What follows belongs to an exercise in optimizing a design on an open flow for small area; a production flow would make more cautious choices.
Only simulation tests tie the RTL to the original design; equivalence was not proved.
Power figures rest on the tool's default switching activity, not on a simulated workload.

// toslink_core
module toslink_core(
    input 	  clock,
    input 	  reset,
    input 	  tos_in,
    input [7:0]   usb_data_in,
    output [7:0]  usb_data_out,
    output 	  usb_data_oe,
    input 	  usb_rxf,
    input 	  usb_txe,
    output 	  usb_rd,
    output 	  usb_wr,
    output 	  usb_siwua,
    output 	  port0_cmd_en,
    output [2:0]  port0_cmd_instr,
    output [5:0]  port0_cmd_bl,
    output [29:0] port0_cmd_byte_addr,
    output 	  port0_wr_en,
    output [31:0] port0_wr_data,
    input 	  port0_wr_full,
    output 	  port0_rd_en,
    input [31:0]  port0_rd_data,
    input 	  port0_rd_empty,
    output 	  port1_cmd_en,
    output [2:0]  port1_cmd_instr,
    output [5:0]  port1_cmd_bl,
    output [29:0] port1_cmd_byte_addr,
    output 	  port1_wr_en,
    output [31:0] port1_wr_data,
    output 	  done_led,
    output 	  sync_led,
    output [15:0] debug);
   wire [31:0] fifo_tx;
   wire        fifo_tx_en;
   wire        fifo_tx_ce;
   wire [31:0] fifo_rx;
   wire        fifo_rx_en;
   wire        fifo_rx_ce;
   wire [31:0] capture_frames;
   wire [31:0] capture_frames_remaining;
   wire        capture_start;
   wire        capture_done;
   wire        capture_sync;
   wire [2:0]  cs_word_sel;
   wire [31:0] cs_word;
   assign done_led = capture_done;
   assign sync_led = capture_sync;
   command command(.clock(clock),
                   .reset(reset),
		   .capture_frames(capture_frames),
  ...
Size in the first run: about 1,800 cells after synthesis, about 670 flip-flops, about 220 I/O pins, roughly 0.026 sq mm of cells after synthesis.
clock: 10.0 ns
lec_check: 0
cap_margin: 20
core_margin: 2
core_utilization: 65
slew_margin: 20
buffer_ports_args: -buffer_cell sky130_fd_sc_hd__buf_1
cts_args: -sink_clustering_enable -repair_clock_nets -dont_use_dummy_load -buf_list sky130_fd_sc_hd__clkbuf_4 -sink_clustering_size 10 -sink_clustering_max_diameter 40
standard.sh (not shown) runs the stock make flow with config.mk's settings and CLKGATE_MAP_FILE= SYNTH_SCRIPT=/design/flow/synth_recipe.tcl, a recipe that flattens the netlist after the stock synthesis.
==> flow/flow/run.sh <==
#!/bin/bash
# The standard layout, with three changes:
#  - ABC maps the combinational logic for area (dc2, then dch and amap -m twelve times) instead of speed; the
#    rest of the synthesis is synth_recipe.tcl's (same flip-flops and names);
#  - buf_1 port buffers;
#  - a clock tree of clkbuf_4 without dummy loads.
# make's output goes to standard.log; each tool's to the ORFS logs.
set -e
here=$PWD
cat > my_synth.tcl <<EOS
proc abc {args} {
  set i [lsearch \$args -script]
  set args [lreplace \$args \$i [expr {\$i+1}] -script $here/flow/abc_area.script]
  yosys abc {*}\$args
}
EOS
cat synth_recipe.tcl >> my_synth.tcl
cat >> config.mk <<'EOC'
export BUFFER_PORTS_ARGS = -buffer_cell sky130_fd_sc_hd__buf_1
export CTS_ARGS = -sink_clustering_enable -repair_clock_nets -dont_use_dummy_load -buf_list sky130_fd_sc_hd__clkbuf_4 -sink_clustering_size 10 -sink_clustering_max_diameter 40
EOC
bash standard.sh SYNTH_SCRIPT=$here/my_synth.tcl finish > standard.log 2>&1
==> flow/flow/abc_area.script <==
strash
ifraig
dc2
dch -f
amap -m
strash
dch -f
amap -m
strash
dch -f
amap -m
strash
dch -f
amap -m
strash
dch -f
amap -m
strash
dch -f
amap -m
strash
dch -f
amap -m
strash
dch -f
amap -m
strash
dch -f
amap -m
strash
dch -f
amap -m
strash
dch -f
amap -m
strash
dch -f
amap -m
topo
The first run produced a clean layout.
Next try:
--- a/flow/design.v
+++ b/flow/design.v
@@ -231,19 +231,19 @@
    wire       rx_small = rx[31:3] == 29'd0;
    wire       is_nop      = rx_small && rx[2:0] == 3'd0;
    wire       is_read     = rx_small && rx[2:0] == 3'd1;
    wire       is_write    = rx_small && rx[2:0] == 3'd2;
    wire       is_capture  = rx_small && rx[2:0] == 3'd3;
    wire       is_status   = rx_small && rx[2:0] == 3'd4;
    wire       is_chstatus = rx_small && rx[2:0] == 3'd5;
    reg [1:0]  kind;
    reg [1:0]  argndx;
-   reg [31:0] args0;   
+   reg [29:2] args0;   
    reg [31:0] args1;   
    reg [3:0]  state;
    reg [3:0]  next_state;
    reg [5:0]  bl;
    reg [5:0]  cnt;
    wire       burst_done = cnt == bl;
    wire       args_done = argndx[1] | (argndx[0] & kind == 2'b11);
    always @(posedge clock or posedge reset) begin
       if (reset)
@@ -326,26 +326,26 @@
    wire [5:0] to_do = gt32 ? 6'd32 : args1[5:0];
    wire [31:0] args1_left = gt32 ? { args1[31:5] - 1'b1, args1[4:0] } : 32'd0;
    assign cmd_en = state == STATE_READ ||
 		   (state == STATE_WRITE_BURST && burst_done && bl != 6'd63);
    assign cmd_instr = { 2'b00, state == STATE_READ };
    assign cmd_bl = bl;
    assign cmd_byte_addr = { args0[29:2], 2'b00 };
    assign rd_en = state == STATE_READ_BURST && tx_en;
    assign wr_data = rx;
-   assign capture_frames = args0;
+   assign capture_frames = rx;
    wire       advance = state == STATE_READ ||
 			(state == STATE_WRITE_BURST && burst_done);
    always @(posedge clock)
      if (advance)
        args0[29:7] <= args0[29:7] + 1'b1;
      else if (next_state == STATE_ARGS && rx_ce && !argndx[0])
-       args0 <= rx;
+       args0 <= rx[29:2];
    wire        ld_read = next_state == STATE_READ_BURST && !rd_empty;
    wire        ld_status = next_state == STATE_STATUS;
    wire        ld_frames = next_state == STATE_STATUS_3;
    wire        ld_cs = next_state == STATE_CHSTATUS_2;
    wire        tx_load = tx_ce && (ld_read || ld_status || ld_frames || ld_cs);
    wire [31:0] tx_next = (rd_data & {32{ld_read}}) |
 			 (capture_frames_remaining & {32{ld_frames}}) |
 			 ({ 30'b0, capture_done, capture_sync } & {32{ld_status}}) |
 			 (cs_word & {32{ld_cs}});
The new run completed with no timing, DRC or antenna violations.
Worst hold slack is worse by 0.014 ns.
Area after synthesis falls by 0.88%.
Cell area barely changes.
Total power rises by 0.56%.
Clock-buffer cell count stays the same.
Synthesized cell count falls by 0.33%.
Setup slack is worse by 1.0 ns.
First-iteration DRC count falls by 17%.
Die area falls by 0.86%.
Sequential cell count falls by 4.
Via count stays flat.
Utilization rises by 1.2 points.

* * *

toslink_core again, from the RTL that the note above started with.
==> flow/config.mk <==
export PLATFORM = sky130hd
export DESIGN_NAME = toslink_core
export DESIGN_NICKNAME = toslink_core
export VERILOG_FILES = /design/flow/design.v
export SDC_FILE = /design/flow/constraint.sdc
export NUM_CORES = 4
export LEC_CHECK = 0
export CAP_MARGIN = 20
export CORE_MARGIN = 2
export CORE_UTILIZATION = 65
export SLEW_MARGIN = 20
export BUFFER_PORTS_ARGS = -buffer_cell sky130_fd_sc_hd__buf_1
export CTS_ARGS = -sink_clustering_enable -repair_clock_nets -dont_use_dummy_load -buf_list sky130_fd_sc_hd__clkbuf_4 -sink_clustering_size 10 -sink_clustering_max_diameter 40
==> flow/constraint.sdc <==
create_clock -name core_clock -period 10.0 [get_ports {clock}]
set_input_delay 2.0000 -clock core_clock [delete_from_list [all_inputs] [get_ports {clock}]]
set_output_delay 2.0000 -clock core_clock [all_outputs]
set_load 0.01 [all_outputs]
==> flow/flow/run.sh <==
#!/bin/bash
# The standard layout, with three changes:
#  - ABC maps the combinational logic for area (dc2, then dch and amap five times) instead of speed; the
#    rest of the synthesis is synth_recipe.tcl's (same flip-flops and names);
#  - buf_1 port buffers;
#  - a clock tree of clkbuf_4 without dummy loads.
# make's output goes to standard.log; each tool's to the ORFS logs.
set -e
here=$PWD
cat > my_synth.tcl <<EOS
proc abc {args} {
  set i [lsearch \$args -script]
  set args [lreplace \$args \$i [expr {\$i+1}] -script $here/flow/abc_area.script]
  yosys abc {*}\$args
}
EOS
cat synth_recipe.tcl >> my_synth.tcl
cat >> config.mk <<'EOC'
export BUFFER_PORTS_ARGS = -buffer_cell sky130_fd_sc_hd__buf_1
export CTS_ARGS = -sink_clustering_enable -repair_clock_nets -dont_use_dummy_load -buf_list sky130_fd_sc_hd__clkbuf_4 -sink_clustering_size 10 -sink_clustering_max_diameter 40
EOC
bash standard.sh SYNTH_SCRIPT=$here/my_synth.tcl finish > standard.log 2>&1
==> flow/flow/abc_area.script <==
strash
ifraig
dc2
dch -f
amap
strash
dch -f
amap
strash
dch -f
amap
strash
dch -f
amap
strash
dch -f
amap
topo
Rerun with:
--- a/flow/design.v
+++ b/flow/design.v
@@ -136,33 +136,29 @@
    reg [191:0] next_channel_status;
    assign debug[0] = word_complete;
    assign debug[1] = word[1];
    assign debug[2] = tos_bsync;
    assign debug[5:3] = cs_word_sel;
    assign debug[15:6] = 0;
    always @(posedge clock) begin
       if (word_complete)
 	 next_channel_status <= { next_channel_status[190:0], word[1] };
       if (tos_bsync)
 	channel_status <= next_channel_status;
    end
-   genvar k;
-   generate
-      for (k = 0; k < 6; k = k + 1) begin : cs_sel
-	 wire [31:0] w = channel_status[191 - 32 * k -: 32] &
-			 {32{cs_word_sel == k}};
-      end
-   endgenerate
-   assign cs_word = cs_sel[0].w | cs_sel[1].w | cs_sel[2].w |
-		    cs_sel[3].w | cs_sel[4].w | cs_sel[5].w;
+   wire [31:0] cs_lo = cs_word_sel[1] ?
+	       (cs_word_sel[0] ? channel_status[95:64] : channel_status[127:96]) :
+	       (cs_word_sel[0] ? channel_status[159:128] : channel_status[191:160]);
+   wire [31:0] cs_hi = cs_word_sel[0] ? channel_status[31:0] : channel_status[63:32];
+   assign cs_word = cs_word_sel[2] ? cs_hi : cs_lo;
    always @(posedge clock or posedge reset) begin
       if (reset) begin
 	 sync <= 1'b0;
 	 word_complete <= 1'b0;
       end else begin
 	 word_complete <= 1'b0;
 	 if (tos_ce) begin
 	    if (tos_sync)
 	      sync <= 1'b1;
 	    else if (sync && bm_bit && bits == 5'b11111) begin
 	       word_complete <= 1'b1;
 	       sync <= 1'b0;
@@ -331,61 +327,61 @@
    assign cmd_bl = bl;
    assign cmd_byte_addr = { args0[29:2], 2'b00 };
    assign rd_en = state == STATE_READ_BURST && tx_en;
    assign wr_data = rx;
    assign capture_frames = args0;
    wire       advance = state == STATE_READ ||
 			(state == STATE_WRITE_BURST && burst_done);
    always @(posedge clock)
      if (advance)
        args0[29:7] <= args0[29:7] + 1'b1;
      else if (next_state == STATE_ARGS && rx_ce && !argndx[0])
        args0 <= rx;
-   wire        ld_read = next_state == STATE_READ_BURST && !rd_empty;
-   wire        ld_status = next_state == STATE_STATUS;
-   wire        ld_frames = next_state == STATE_STATUS_3;
-   wire        ld_cs = next_state == STATE_CHSTATUS_2;
-   wire        tx_load = tx_ce && (ld_read || ld_status || ld_frames || ld_cs);
-   wire [31:0] tx_next = (rd_data & {32{ld_read}}) |
-			 (capture_frames_remaining & {32{ld_frames}}) |
-			 ({ 30'b0, capture_done, capture_sync } & {32{ld_status}}) |
-			 (cs_word & {32{ld_cs}});
    always @(posedge clock) begin
       case (next_state)
 	STATE_CMD:
 	  begin
 	     kind <= { is_write | is_capture, is_read | is_capture };
 	     argndx <= 2'd0;
 	  end
 	STATE_ARGS:
 	  if (rx_ce) begin
 	     if (argndx[0])
 	       args1 <= rx;
 	     argndx <= argndx + 1'b1;
 	  end
 	STATE_READ, STATE_WRITE:
 	  begin
 	     args1 <= args1_left;
 	     bl <= to_do - 1'b1;
 	     cnt <= 6'd63;
 	  end
 	STATE_READ_BURST:
-	  if (!rd_empty && tx_ce)
-	    cnt <= cnt + 1'b1;
+	  if (!rd_empty && tx_ce) begin
+	     tx <= rd_data;
+	     cnt <= cnt + 1'b1;
+	  end
 	STATE_WRITE_BURST:
 	  if (!wr_full && rx_ce)
 	    cnt <= cnt + 1'b1;
+	STATE_STATUS:
+	  if (tx_ce)
+	    tx <= { 30'b0, capture_done, capture_sync };
+	STATE_STATUS_3:
+	  if (tx_ce)
+	    tx <= capture_frames_remaining;
+	STATE_CHSTATUS_2:
+	  if (tx_ce)
+	    tx <= cs_word;
       endcase
-      if (tx_load)
-	tx <= tx_next;
    end
    always @(posedge clock or posedge reset) begin
       if (reset) begin
 	 capture_start <= 1'b0;
 	 tx_en <= 1'b0;
 	 rx_en <= 1'b0;
 	 wr_en <= 1'b0;
 	 cs_word_sel <= 3'd0;
       end else begin
 	 tx_en <= 1'b0;
 	 rx_en <= 1'b0;
 	 wr_en <= 1'b0;
Result: Non-clock buffer count increases by 2. Count of clock-buffer cells in the layout increases by 2. Worst setup slack degrades by 1.6 ns. Clock skew decreases by 0.034 ns. Power increases by 1.3%. Design area increases by 0.83%. Wire length increases by 1.4%. Register-to-register slack degrades by 0.07 ns. Via count increases by 2.5%. Die area increases by 0.86%. Core utilization increases by 0.26 points. Critical path depth decreases by 8. Cell count increases by 1.2%. Synthesized cell count increases by 1.6%.

separate check: timing with driven ports:
The flow's constraints put no driver on any port. The routed layouts listed below were extracted and timed again, unchanged, in two steps.
Step 1 assumes that a clkbuf_16 drives the clock port and a buf_2 every other input.
Step 2 moves the port delays by t, midway between the first and last clock arrival at a register: inputs arrive t later, outputs are due t later. That takes back most of the time a late clock gives input paths.
Three values: ideal ports, drivers, drivers and shift; two values: the first two.
run | shift t [ns] | slack for setup (ns) | worst setup path after step 2 | slew at the worst register clock pin (ns) | worst data-port slew with drivers (ns)
the first run of note 1 | 0.838 | 3.467 / 3.467 / 3.467 | register to register | 0.12 / 0.12 | 0.05
the second run of note 1 | 0.824 | 2.418 / 2.418 / 2.418 | register to register | 0.11 / 0.11 | 0.05
the first run of note 2 | 0.818 | 4.184 / 4.184 / 4.184 | register to register | 0.12 / 0.12 | 0.10
the second run of note 2 | 0.848 | 2.596 / 2.541 / 3.389 | register to output | 0.11 / 0.11 | 0.07
After both steps setup and hold are still met in every run listed.
